Background: an optimization exercise with open tools, aiming at small area and a short achievable clock period. Do not read the settings as production practice.
Where RTL was checked, it was by simulation tests only, not by an equivalence proof against the original.
The flow treats the clock pin as an ideal source. Dropping or thinning the clock tree relies on that and would not hold on a real chip.

harbor:
==> flow/design.v <==
module top (
    input clk,
    input rst_n,
    input vld_in,
    input [31:0] x,
    output reg vld_out,
    output reg [16:0] y
);
    wire [2:0] s1_0_sum = {1'b0, x[31:30]} - 3'd1;
    wire [1:0] s1_0_r = s1_0_sum[1:0];
    wire [0:0] s1_0_q = ~s1_0_sum[2];
    wire s1_1_s = ~s1_0_q[0];
    wire [3:0] s1_1_sum = {s1_0_r, x[29:28]} + {~s1_1_s, s1_0_q ^ {1{~s1_1_s}}, 2'b11};
    wire [2:0] s1_1_r = s1_1_sum[2:0];
    wire [1:0] s1_1_q = {s1_0_q, ~s1_1_sum[3]};
    wire s1_2_s = ~s1_1_q[0];
    wire [4:0] s1_2_sum = {s1_1_r, x[27:26]} + {~s1_2_s, s1_1_q ^ {2{~s1_2_s}}, 2'b11};
    wire [3:0] s1_2_r = s1_2_sum[3:0];
    wire [2:0] s1_2_q = {s1_1_q, ~s1_2_sum[4]};
    reg v1;
    always @(posedge clk or negedge rst_n)
        if (!rst_n) v1 <= 1'b0;
        else v1 <= vld_in;
    reg [2:0] q1;
    reg [3:0] r1;
    reg [25:0] x1;
    always @(posedge clk) begin
        q1 <= s1_2_q;
        r1 <= s1_2_r;
        x1 <= x[25:0];
    end
    wire s2_3_s = ~q1[0];
    wire [5:0] s2_3_sum = {r1, x1[25:24]} + {~s2_3_s, q1 ^ {3{~s2_3_s}}, 2'b11};
    wire [4:0] s2_3_r = s2_3_sum[4:0];
    wire [3:0] s2_3_q = {q1, ~s2_3_sum[5]};
    wire s2_4_s = ~s2_3_q[0];
    wire [6:0] s2_4_sum = {s2_3_r, x1[23:22]} + {~s2_4_s, s2_3_q ^ {4{~s2_4_s}}, 2'b11};
    wire [5:0] s2_4_r = s2_4_sum[5:0];
    wire [4:0] s2_4_q = {s2_3_q, ~s2_4_sum[6]};
    reg v2;
    always @(posedge clk or negedge rst_n)
        if (!rst_n) v2 <= 1'b0;
        else v2 <= v1;
    reg [4:0] q2;
    reg [5:0] r2;
    reg [21:0] x2;
    always @(posedge clk) begin
        q2 <= s2_4_q;
        r2 <= s2_4_r;
        x2 <= x1[21:0];
    end
    wire s3_5_s = ~q2[0];
    wire [7:0] s3_5_sum = {r2, x2[21:20]} + {~s3_5_s, q2 ^ {5{~s3_5_s}}, 2'b11};
    wire [6:0] s3_5_r = s3_5_sum[6:0];
    wire [5:0] s3_5_q = {q2, ~s3_5_sum[7]};
    reg v3;
    always @(posedge clk or negedge rst_n)
        if (!rst_n) v3 <= 1'b0;
        else v3 <= v2;
    reg [5:0] q3;
    reg [6:0] r3;
    reg [19:0] x3;
    always @(posedge clk) begin
        q3 <= s3_5_q;
        r3 <= s3_5_r;
        x3 <= x2[19:0];
    end
    wire s4_6_s = ~q3[0];
    wire [8:0] s4_6_sum = {r3, x3[19:18]} + {~s4_6_s, q3 ^ {6{~s4_6_s}}, 2'b11};
    wire [7:0] s4_6_r = s4_6_sum[7:0];
    wire [6:0] s4_6_q = {q3, ~s4_6_sum[8]};
    reg v4;
    always @(posedge clk or negedge rst_n)
        if (!rst_n) v4 <= 1'b0;
        else v4 <= v3;
    reg [6:0] q4;
    reg [7:0] r4;
    reg [17:0] x4;
    always @(posedge clk) begin
        q4 <= s4_6_q;
        r4 <= s4_6_r;
        x4 <= x3[17:0];
    end
    wire s5_7_s = ~q4[0];
    wire [9:0] s5_7_sum = {r4, x4[17:16]} + {~s5_7_s, q4 ^ {7{~s5_7_s}}, 2'b11};
    wire [8:0] s5_7_r = s5_7_sum[8:0];
    wire [7:0] s5_7_q = {q4, ~s5_7_sum[9]};
    reg v5;
    always @(posedge clk or negedge rst_n)
        if (!rst_n) v5 <= 1'b0;
        else v5 <= v4;
    reg [7:0] q5;
    reg [8:0] r5;
    reg [15:0] x5;
    always @(posedge clk) begin
        q5 <= s5_7_q;
        r5 <= s5_7_r;
        x5 <= x4[15:0];
    end
    wire s6_8_s = ~q5[0];
    wire [10:0] s6_8_sum = {r5, x5[15:14]} + {~s6_8_s, q5 ^ {8{~s6_8_s}}, 2'b11};
    wire [9:0] s6_8_r = s6_8_sum[9:0];
    wire [8:0] s6_8_q = {q5, ~s6_8_sum[10]};
    reg v6;
    always @(posedge clk or negedge rst_n)
        if (!rst_n) v6 <= 1'b0;
        else v6 <= v5;
    reg [8:0] q6;
    reg [9:0] r6;
    reg [13:0] x6;
    always @(posedge clk) begin
        q6 <= s6_8_q;
        r6 <= s6_8_r;
        x6 <= x5[13:0];
    end
    wire s7_9_s = ~q6[0];
    wire [11:0] s7_9_sum = {r6, x6[13:12]} + {~s7_9_s, q6 ^ {9{~s7_9_s}}, 2'b11};
    wire [10:0] s7_9_r = s7_9_sum[10:0];
    wire [9:0] s7_9_q = {q6, ~s7_9_sum[11]};
    reg v7;
    always @(posedge clk or negedge rst_n)
        if (!rst_n) v7 <= 1'b0;
        else v7 <= v6;
    reg [9:0] q7;
    reg [10:0] r7;
    reg [11:0] x7;
    always @(posedge clk) begin
        q7 <= s7_9_q;
        r7 <= s7_9_r;
        x7 <= x6[11:0];
    end
    wire s8_10_s = ~q7[0];
    wire [12:0] s8_10_sum = {r7, x7[11:10]} + {~s8_10_s, q7 ^ {10{~s8_10_s}}, 2'b11};
    wire [11:0] s8_10_r = s8_10_sum[11:0];
    wire [10:0] s8_10_q = {q7, ~s8_10_sum[12]};
    reg v8;
    always @(posedge clk or negedge rst_n)
        if (!rst_n) v8 <= 1'b0;
        else v8 <= v7;
    reg [10:0] q8;
    reg [11:0] r8;
    reg [9:0] x8;
    always @(posedge clk) begin
        q8 <= s8_10_q;
        r8 <= s8_10_r;
        x8 <= x7[9:0];
    end
    wire s9_11_s = ~q8[0];
    wire [13:0] s9_11_sum = {r8, x8[9:8]} + {~s9_11_s, q8 ^ {11{~s9_11_s}}, 2'b11};
    wire [12:0] s9_11_r = s9_11_sum[12:0];
    wire [11:0] s9_11_q = {q8, ~s9_11_sum[13]};
    reg v9;
    always @(posedge clk or negedge rst_n)
        if (!rst_n) v9 <= 1'b0;
        else v9 <= v8;
    reg [11:0] q9;
    reg [12:0] r9;
    reg [7:0] x9;
    always @(posedge clk) begin
        q9 <= s9_11_q;
        r9 <= s9_11_r;
        x9 <= x8[7:0];
    end
    wire s10_12_s = ~q9[0];
    wire [14:0] s10_12_sum = {r9, x9[7:6]} + {~s10_12_s, q9 ^ {12{~s10_12_s}}, 2'b11};
    wire [13:0] s10_12_r = s10_12_sum[13:0];
    wire [12:0] s10_12_q = {q9, ~s10_12_sum[14]};
    reg v10;
    always @(posedge clk or negedge rst_n)
        if (!rst_n) v10 <= 1'b0;
        else v10 <= v9;
    reg [12:0] q10;
    reg [13:0] r10;
    reg [5:0] x10;
    always @(posedge clk) begin
        q10 <= s10_12_q;
        r10 <= s10_12_r;
        x10 <= x9[5:0];
    end
    wire s11_13_s = ~q10[0];
    wire [15:0] s11_13_sum = {r10, x10[5:4]} + {~s11_13_s, q10 ^ {13{~s11_13_s}}, 2'b11};
    wire [14:0] s11_13_r = s11_13_sum[14:0];
    wire [13:0] s11_13_q = {q10, ~s11_13_sum[15]};
    reg v11;
    always @(posedge clk or negedge rst_n)
        if (!rst_n) v11 <= 1'b0;
        else v11 <= v10;
    reg [13:0] q11;
    reg [14:0] r11;
    reg [3:0] x11;
    always @(posedge clk) begin
        q11 <= s11_13_q;
        r11 <= s11_13_r;
        x11 <= x10[3:0];
    end
    wire s12_14_s = ~q11[0];
    wire [16:0] s12_14_sum = {r11, x11[3:2]} + {~s12_14_s, q11 ^ {14{~s12_14_s}}, 2'b11};
    wire [15:0] s12_14_r = s12_14_sum[15:0];
    wire [14:0] s12_14_q = {q11, ~s12_14_sum[16]};
    reg v12;
    always @(posedge clk or negedge rst_n)
        if (!rst_n) v12 <= 1'b0;
        else v12 <= v11;
    reg [14:0] q12;
    reg [15:0] r12;
    reg [1:0] x12;
    always @(posedge clk) begin
        q12 <= s12_14_q;
        r12 <= s12_14_r;
        x12 <= x11[1:0];
    end
    wire s13_15_s = ~q12[0];
    wire [17:0] s13_15_sum = {r12, x12[1:0]} + {~s13_15_s, q12 ^ {15{~s13_15_s}}, 2'b11};
    wire [15:0] s13_15_q = {q12, ~s13_15_sum[17]};
    reg v13;
    always @(posedge clk or negedge rst_n)
        if (!rst_n) v13 <= 1'b0;
        else v13 <= v12;
    reg [15:0] q13;
    always @(posedge clk) begin
        q13 <= s13_15_q;
    end
    reg v14;
    always @(posedge clk or negedge rst_n)
        if (!rst_n) v14 <= 1'b0;
        else v14 <= v13;
    reg [15:0] q14;
    always @(posedge clk) begin
        q14 <= q13;
    end
    reg v15;
    always @(posedge clk or negedge rst_n)
        if (!rst_n) v15 <= 1'b0;
        else v15 <= v14;
    reg [15:0] q15;
    always @(posedge clk) begin
        q15 <= q14;
    end
    reg v16;
    always @(posedge clk or negedge rst_n)
        if (!rst_n) v16 <= 1'b0;
        else v16 <= v15;
    reg [15:0] q16;
    always @(posedge clk) begin
        q16 <= q15;
    end
    always @(posedge clk or negedge rst_n)
        if (!rst_n) begin
            vld_out <= 1'b0;
            y <= 17'd0;
        end else begin
            vld_out <= v16;
            y <= {1'b0, q16 & {16{v16}}};
        end
endmodule
Settings: LEC_CHECK=0, CAP_MARGIN=20, CORE_MARGIN=2, CORE_UTILIZATION=60, CTS_BUF_LIST=sky130_fd_sc_hd__clkbuf_8 sky130_fd_sc_hd__clkbuf_16, CTS_CLUSTER_DIAMETER=50, CTS_CLUSTER_SIZE=16, SLEW_MARGIN=20; clock period 10.0 ns.
standard.sh (not shown) runs the stock make flow with config.mk's settings and CLKGATE_MAP_FILE= SYNTH_SCRIPT=/design/flow/synth_recipe.tcl, a recipe that flattens the netlist after the stock synthesis.
==> flow/flow/run.sh <==
#!/bin/bash
# Standard ORFS layout, with the port buffers made from buf_2 cells instead of
# the flow's default choice (a slow clkdlybuf4s50_1 delay cell).
set -euo pipefail
export BUFFER_PORTS_ARGS="-buffer_cell sky130_fd_sc_hd__buf_2"
bash standard.sh > standard_flow.log 2>&1
diff inputs: harbor => zinc
# harbor
export LEC_CHECK = 0
export CAP_MARGIN = 20
export CORE_MARGIN = 2
export CORE_UTILIZATION = 60
export CTS_BUF_LIST = sky130_fd_sc_hd__clkbuf_8 sky130_fd_sc_hd__clkbuf_16
export CTS_CLUSTER_DIAMETER = 50
export CTS_CLUSTER_SIZE = 16
export SLEW_MARGIN = 20
create_clock -name core_clock -period 10.0 [get_ports {clk}]
# zinc
export LEC_CHECK = 0
export CAP_MARGIN = 20
export CORE_MARGIN = 2
export CORE_UTILIZATION = 60
export CTS_BUF_LIST = sky130_fd_sc_hd__clkbuf_8
export CTS_CLUSTER_DIAMETER = 50
export CTS_CLUSTER_SIZE = 16
export SLEW_MARGIN = 20
create_clock -name core_clock -period 10.0 [get_ports {clk}]
Notes after the runs:
Result: PASS for each of harbor and zinc. The wire length reported for zinc is smaller than that of harbor by about 1%. Summary — portion of the clock cycle consumed by the worst path in the final layout, zinc relative to harbor: higher, by 0.40 points. Overall routing resource usage | zinc below harbor. When zinc is set beside harbor, its clock input transition at the sequential cells of the worst setup and hold paths turns out to be 0.03 ns larger. Diff harbor and zinc: data arrival time of the worst path higher in zinc. Worst path setup slack after routing | zinc below harbor.

Another version of the RTL of top (not shown whole).
Size: about 53 I/O pins, ~0.017 mm^2 of cells after synthesis.
==> flow/design.v (excerpt) <==
module top (
    input clk,
    input rst_n,
    input vld_in,
    input [31:0] x,
    output reg vld_out,
    output reg [16:0] y
);
    wire [2:0] s1_0_sum = {1'b0, x[31:30]} - 3'd1;
    wire [1:0] s1_0_r = s1_0_sum[1:0];
    wire s1_0_q = ~s1_0_sum[2];
    reg v1;
    always @(posedge clk or negedge rst_n)
        if (!rst_n) v1 <= 1'b0;
        else v1 <= vld_in;
    reg [0:0] q1;
    reg [1:0] r1;
    reg [29:0] x1;
    always @(posedge clk) begin
        q1 <= s1_0_q;
        r1 <= s1_0_r;
        x1 <= x[29:0];
    end
    wire s2_1_s = ~q1[0];
    wire [3:0] s2_1_sum = {r1, x1[29:28]} + {~s2_1_s, q1 ^ {1{~s2_1_s}}, 2'b11};
    wire [2:0] s2_1_r = s2_1_sum[2:0];
    wire [1:0] s2_1_q = {q1, ~s2_1_sum[3]};
    reg v2;
    always @(posedge clk or negedge rst_n)
        if (!rst_n) v2 <= 1'b0;
        else v2 <= v1;
    reg [1:0] q2;
    reg [2:0] r2;
    reg [27:0] x2;
  ...
clock: 10.0 ns
lec_check: 0
cap_margin: 20
core_margin: 2
core_utilization: 40
slew_margin: 20
run.sh (not shown) runs the stock make flow with config.mk's settings and CLKGATE_MAP_FILE= SYNTH_SCRIPT=/design/flow/synth_recipe.tcl, a recipe that flattens the netlist after the stock synthesis.
Stock flow here: none of the scripts above is used.
Then changed:
==> flow/flow/run.sh (new file) <==
#!/bin/bash
# Standard ORFS layout, with the port buffers made from buf_2 cells instead of
# the flow's default choice (a slow clkdlybuf4s50_1 delay cell).
set -euo pipefail
export BUFFER_PORTS_ARGS="-buffer_cell sky130_fd_sc_hd__buf_2"
bash standard.sh > standard_flow.log 2>&1
==> flow/standard.sh (new file) <==
#!/bin/bash
# synth_recipe.tcl (not shown) runs the flow's synth.tcl, then flattens the netlist and writes it again
# the make line also repeats each setting of config.mk as NAME=value (left out here)
make -C /OpenROAD-flow-scripts/flow DESIGN_CONFIG=/design/flow/config.mk WORK_HOME=/design/flow/orfs CLKGATE_MAP_FILE= SYNTH_SCRIPT=/design/flow/synth_recipe.tcl "${@:-finish}"
Settings changed: CTS_BUF_LIST set to sky130_fd_sc_hd__clkbuf_8, CTS_CLUSTER_DIAMETER set to 50, CTS_CLUSTER_SIZE set to 16.
removed: flow/run.sh
The changed run passed the timing, design-rule and antenna checks.
Worst hold slack is worse by 12 ps.
Setup slack improves by 280 ps.
Final area went down by 6.4%.
Clock-buffer cell count fell by 20.
Die area does not change.
Non-clock buffer count decreases by 1.
Area after synthesis stays the same.
Then changed:
==> flow/run.sh (new file) <==
#!/bin/bash
# synth_recipe.tcl (not shown) runs the flow's synth.tcl, then flattens the netlist and writes it again
# the make line also repeats each setting of config.mk as NAME=value (left out here)
make -C /OpenROAD-flow-scripts/flow DESIGN_CONFIG=/design/flow/config.mk WORK_HOME=/design/flow/orfs CLKGATE_MAP_FILE= SYNTH_SCRIPT=/design/flow/synth_recipe.tcl finish
Settings changed: CTS_BUF_LIST sky130_fd_sc_hd__clkbuf_8 to sky130_fd_sc_hd__clkbuf_4, CTS_CLUSTER_DIAMETER 50 to 40, CTS_CLUSTER_SIZE 16 to 10.
removed: flow/flow/run.sh
removed: flow/standard.sh
The changed run passed the timing, design-rule and antenna checks.
Sequential share of layout area shrinks by 0.89 points.
Synthesized area stays the same.
Worst hold slack got worse by 15 ps.
Sequential cell count does not change.
Critical path depth does not change.
Die area does not change.
Clock-buffer cell count climbs by 31.
Then changed:
Settings changed: CTS_BUF_LIST sky130_fd_sc_hd__clkbuf_4 to sky130_fd_sc_hd__clkbuf_8, CTS_CLUSTER_DIAMETER 40 to 50, CTS_CLUSTER_SIZE 10 to 16.
After rerunning: Global-route usage fell by 0.43 points. Wire length fell by 2.6%. Sequential share of layout area stays flat. Design area hardly moves.
No functional check of the RTL was part of any run of this note.

## job 198
Another version of the RTL of top (not shown whole).
For scale: ~1200 cells after synthesis, about 490 flip-flops, about 16000 um^2 of cells after synthesis.
Design top, start of the top module:
module top (
    input clk,
    input rst_n,
    input vld_in,
    input [31:0] x,
    output reg vld_out,
    output reg [16:0] y
);
    reg [2:0] lut_q;
    reg [3:0] lut_r;
    always @(*) begin
        case (x[31:26])
            6'd0: begin lut_q = 3'd0; lut_r = 4'd15; end
            6'd1: begin lut_q = 3'd1; lut_r = 4'd0; end
            6'd2: begin lut_q = 3'd1; lut_r = 4'd1; end
            6'd3: begin lut_q = 3'd1; lut_r = 4'd2; end
            6'd4: begin lut_q = 3'd2; lut_r = 4'd11; end
            6'd5: begin lut_q = 3'd2; lut_r = 4'd12; end
            6'd6: begin lut_q = 3'd2; lut_r = 4'd13; end
            6'd7: begin lut_q = 3'd2; lut_r = 4'd14; end
            6'd8: begin lut_q = 3'd2; lut_r = 4'd15; end
            6'd9: begin lut_q = 3'd3; lut_r = 4'd0; end
            6'd10: begin lut_q = 3'd3; lut_r = 4'd1; end
            6'd11: begin lut_q = 3'd3; lut_r = 4'd2; end
            6'd12: begin lut_q = 3'd3; lut_r = 4'd3; end
            6'd13: begin lut_q = 3'd3; lut_r = 4'd4; end
            6'd14: begin lut_q = 3'd3; lut_r = 4'd5; end
  ...
clock: 10.0 ns
lec_check: 0
cap_margin: 20
core_margin: 2
core_utilization: 60
slew_margin: 20
standard.sh (not shown) runs the stock make flow with config.mk's settings and CLKGATE_MAP_FILE= SYNTH_SCRIPT=/design/flow/synth_recipe.tcl, a recipe that flattens the netlist after the stock synthesis.
==> flow/flow/run.sh <==
#!/bin/bash
# Standard ORFS layout with these changes:
#  - the port buffers are buf_2 cells instead of the flow's default choice
#    (a slow clkdlybuf4s50_1 delay cell);
#  - clock tree synthesis uses clkbuf_8/clkbuf_16, larger sink clusters and no
#    dummy balancing loads;
set -euo pipefail
here=$(pwd)
export BUFFER_PORTS_ARGS="-buffer_cell sky130_fd_sc_hd__buf_2"
export CTS_ARGS="-sink_clustering_enable -repair_clock_nets -sink_clustering_size 30 -sink_clustering_max_diameter 80 -buf_list {sky130_fd_sc_hd__clkbuf_8 sky130_fd_sc_hd__clkbuf_16} -root_buf sky130_fd_sc_hd__clkbuf_16 -dont_use_dummy_load"
export SETUP_SLACK_MARGIN=${SETUP_SLACK_MARGIN:-7.0}
bash standard.sh cts > standard_cts.log 2>&1
res=$(ls -d "$here"/orfs/results/*/top/base)
cp "$res/4_cts.odb" "$res/4_cts_with_root.odb"
RES="$res" openroad -no_init -exit "$here/flow/drop_root.tcl" > drop_root.log 2>&1
bash standard.sh > standard_flow.log 2>&1
==> flow/flow/drop_root.tcl <==
read_db $::env(RES)/4_cts.odb
set block [ord::get_db_block]
set clk [$block findNet clk]
set loads {}
foreach it [$clk getITerms] { lappend loads $it }
if {[llength $loads] != 1} { puts "root: clock port drives [llength $loads] pins; unchanged"; exit 0 }
set root [[lindex $loads 0] getInst]
set out ""
foreach it [$root getITerms] {
  if {[$it isOutputSignal]} { set out [$it getNet] }
}
set sinks {}
foreach it [$out getITerms] {
  if {![$it isOutputSignal]} { lappend sinks $it }
}
if {[llength $sinks] > 4} { puts "root drives [llength $sinks] pins; unchanged"; exit 0 }
puts "removing [$root getName] ([[$root getMaster] getName]) driving [llength $sinks] pins"
foreach it $sinks {
  $it disconnect
  $it connect $clk
}
foreach it [$root getITerms] { $it disconnect }
odb::dbInst_destroy $root
odb::dbNet_destroy $out
write_db $::env(RES)/4_cts.odb
### job 198 -> job 7481
Settings: an added CTS_BUF_LIST of sky130_fd_sc_hd__clkbuf_8; an added CTS_CLUSTER_DIAMETER of 50; an added CTS_CLUSTER_SIZE of 16.
==> flow/run.sh (new file) <==
#!/bin/bash
# synth_recipe.tcl (not shown) runs the flow's synth.tcl, then flattens the netlist and writes it again
# the make line also repeats each setting of config.mk as NAME=value (left out here)
make -C /OpenROAD-flow-scripts/flow DESIGN_CONFIG=/design/flow/config.mk WORK_HOME=/design/flow/orfs CLKGATE_MAP_FILE= SYNTH_SCRIPT=/design/flow/synth_recipe.tcl finish
removed: flow/flow/run.sh
removed: flow/flow/drop_root.tcl
removed: flow/standard.sh
Findings:
Between job 7481 and job 198, the register clock-pin slew on the reported worst setup and hold paths figures differ only marginally.
Job 198 -> job 7481: synthesized cell count delta 0, exact match
Delta (job 7481 minus job 198): register area ~0 delta; least setup slack across all paths after layout fell 490 ps.
Per the comparison of job 7481 with job 198, weighted congestion at the end of routability-driven global placement has increased, clock skew moved down, final cycle utilization of the critical path increased by 4.9 points relative to the old numbers.
Input-level comparison between job 2341 and job 7481:
Settings: removing CTS_CLUSTER_DIAMETER (formerly 50); removing CTS_CLUSTER_SIZE (formerly 16); changing CORE_UTILIZATION from 60 to 75; removing CTS_BUF_LIST (formerly sky130_fd_sc_hd__clkbuf_8).
==> flow/flow/run.sh (new file) <==
#!/bin/bash
# Standard ORFS layout with these changes:
#  - the port buffers are buf_2 cells instead of the flow's default choice
#    (a slow clkdlybuf4s50_1 delay cell);
#  - clock tree synthesis uses clkbuf_8/clkbuf_16, larger sink clusters and no
#    dummy balancing loads;
set -euo pipefail
here=$(pwd)
export BUFFER_PORTS_ARGS="-buffer_cell sky130_fd_sc_hd__buf_2"
export CTS_ARGS="-sink_clustering_enable -repair_clock_nets -sink_clustering_size 25 -sink_clustering_max_diameter 70 -buf_list {sky130_fd_sc_hd__clkbuf_8 sky130_fd_sc_hd__clkbuf_16} -root_buf sky130_fd_sc_hd__clkbuf_16 -dont_use_dummy_load"
export SETUP_SLACK_MARGIN=${SETUP_SLACK_MARGIN:-7.0}
bash standard.sh cts > standard_cts.log 2>&1
res=$(ls -d "$here"/orfs/results/*/top/base)
cp "$res/4_cts.odb" "$res/4_cts_with_root.odb"
RES="$res" openroad -no_init -exit "$here/flow/drop_root.tcl" > drop_root.log 2>&1
bash standard.sh > standard_flow.log 2>&1
==> flow/flow/drop_root.tcl (new file) <==
read_db $::env(RES)/4_cts.odb
set block [ord::get_db_block]
set clk [$block findNet clk]
set loads {}
foreach it [$clk getITerms] { lappend loads $it }
if {[llength $loads] != 1} { puts "root: clock port drives [llength $loads] pins; unchanged"; exit 0 }
set root [[lindex $loads 0] getInst]
set out ""
foreach it [$root getITerms] {
  if {[$it isOutputSignal]} { set out [$it getNet] }
}
set sinks {}
foreach it [$out getITerms] {
  if {![$it isOutputSignal]} { lappend sinks $it }
}
if {[llength $sinks] > 4} { puts "root drives [llength $sinks] pins; unchanged"; exit 0 }
puts "removing [$root getName] ([[$root getMaster] getName]) driving [llength $sinks] pins"
foreach it $sinks {
  $it disconnect
  $it connect $clk
}
foreach it [$root getITerms] { $it disconnect }
odb::dbInst_destroy $root
odb::dbNet_destroy $out
write_db $::env(RES)/4_cts.odb
==> flow/standard.sh (new file) <==
#!/bin/bash
# synth_recipe.tcl (not shown) runs the flow's synth.tcl, then flattens the netlist and writes it again
# the make line also repeats each setting of config.mk as NAME=value (left out here)
make -C /OpenROAD-flow-scripts/flow DESIGN_CONFIG=/design/flow/config.mk WORK_HOME=/design/flow/orfs CLKGATE_MAP_FILE= SYNTH_SCRIPT=/design/flow/synth_recipe.tcl "${@:-finish}"
removed: flow/run.sh
==> notes.md <==
Signed area change from the synthesized netlist to the final layout ends up higher on job 7481.
Delta (job 2341 minus job 7481): total placed instance area went down by 2.1%.
Between job 7481 and job 2341, the flow reports maximum frequency increasing by more than 10%.
Global-route usage, job 2341 and job 7481: higher on job 2341
### job 2341 -> job 806
-- flow/flow/run.sh --
<<< job 2341, line 8
here=$(pwd)
export BUFFER_PORTS_ARGS="-buffer_cell sky130_fd_sc_hd__buf_2"
export CTS_ARGS="-sink_clustering_enable -repair_clock_nets -sink_clustering_size 25 -sink_clustering_max_diameter 70 -buf_list {sky130_fd_sc_hd__clkbuf_8 sky130_fd_sc_hd__clkbuf_16} -root_buf sky130_fd_sc_hd__clkbuf_16 -dont_use_dummy_load"
export SETUP_SLACK_MARGIN=${SETUP_SLACK_MARGIN:-7.0}
bash standard.sh cts > standard_cts.log 2>&1
>>> job 806, line 8
here=$(pwd)
export BUFFER_PORTS_ARGS="-buffer_cell sky130_fd_sc_hd__buf_2"
export CTS_ARGS="-sink_clustering_enable -repair_clock_nets -sink_clustering_size 20 -sink_clustering_max_diameter 60 -buf_list sky130_fd_sc_hd__clkbuf_8 -root_buf sky130_fd_sc_hd__clkbuf_16 -dont_use_dummy_load"
export SETUP_SLACK_MARGIN=${SETUP_SLACK_MARGIN:-7.0}
bash standard.sh cts > standard_cts.log 2>&1
Findings:
Job 806 closes out successfully: all stages finished, all timing, DRC and antenna checks passed. Sort job 2341 and job 806 by net count of the finished layout desc -> top: job 806. The run with more routed wire is job 2341, not job 806. Re number of DRC violations after detailed routing: no difference whatsoever between job 2341 and job 806. Job 2341 was larger in final cell area than job 806. Any difference in portion of the clock cycle consumed by the worst path in the final layout between job 806 and job 2341 is small enough to ignore.

static timing again, ports no longer ideal:
The flow's constraints put no driver on any port. The routed layouts listed below were extracted and timed again, unchanged, in two steps.
Step 1 (the two cells are an assumption about what drives the block):
set clk [get_ports {clk}]
set_driving_cell -lib_cell sky130_fd_sc_hd__clkbuf_16 $clk
set_driving_cell -lib_cell sky130_fd_sc_hd__buf_2 [delete_from_list [all_inputs] $clk]
Step 2 also shifts input and output timing later by t, the mid clock arrival at the registers, as if the neighbouring blocks saw the same clock.
a / b / c = ideal / step 1 / step 2; a / b = the first two.
run	t, ns	slack for setup (ns)	clock arrival spread, ns	slew at the worst register clock pin (ns)
harbor	0.569	6.984 / 6.933 / 6.494	0.015 / 0.014	0.07 / 0.07
zinc	0.596	6.944 / 6.898 / 6.492	0.020 / 0.020	0.10 / 0.10
the first run of note 2	0.642	6.576 / 6.522 / 7.029	0.025 / 0.024	0.06 / 0.06
the second run of note 2	0.677	6.852 / 6.800 / 7.261	0.057 / 0.057	0.10 / 0.10
the third run of note 2	0.803	6.385 / 6.339 / 7.032	0.079 / 0.079	0.11 / 0.11
the fourth run of note 2	0.655	6.532 / 6.480 / 7.031	0.036 / 0.037	0.09 / 0.09
job 198	0.447	7.086 / 7.026 / 6.993	0.037 / 0.037	0.11 / 0.11
job 7481	0.572	6.596 / 6.555 / 6.575	0.018 / 0.018	0.09 / 0.09
job 2341	0.445	7.097 / 7.038 / 7.011	0.043 / 0.043	0.09 / 0.09
job 806	0.432	7.105 / 7.045 / 7.014	0.048 / 0.048	0.11 / 0.11
After both steps every run listed still meets setup and hold. The setup slack of harbor, which loses most, moves by -0.051 ns with the drivers and by -0.490 ns with both steps.
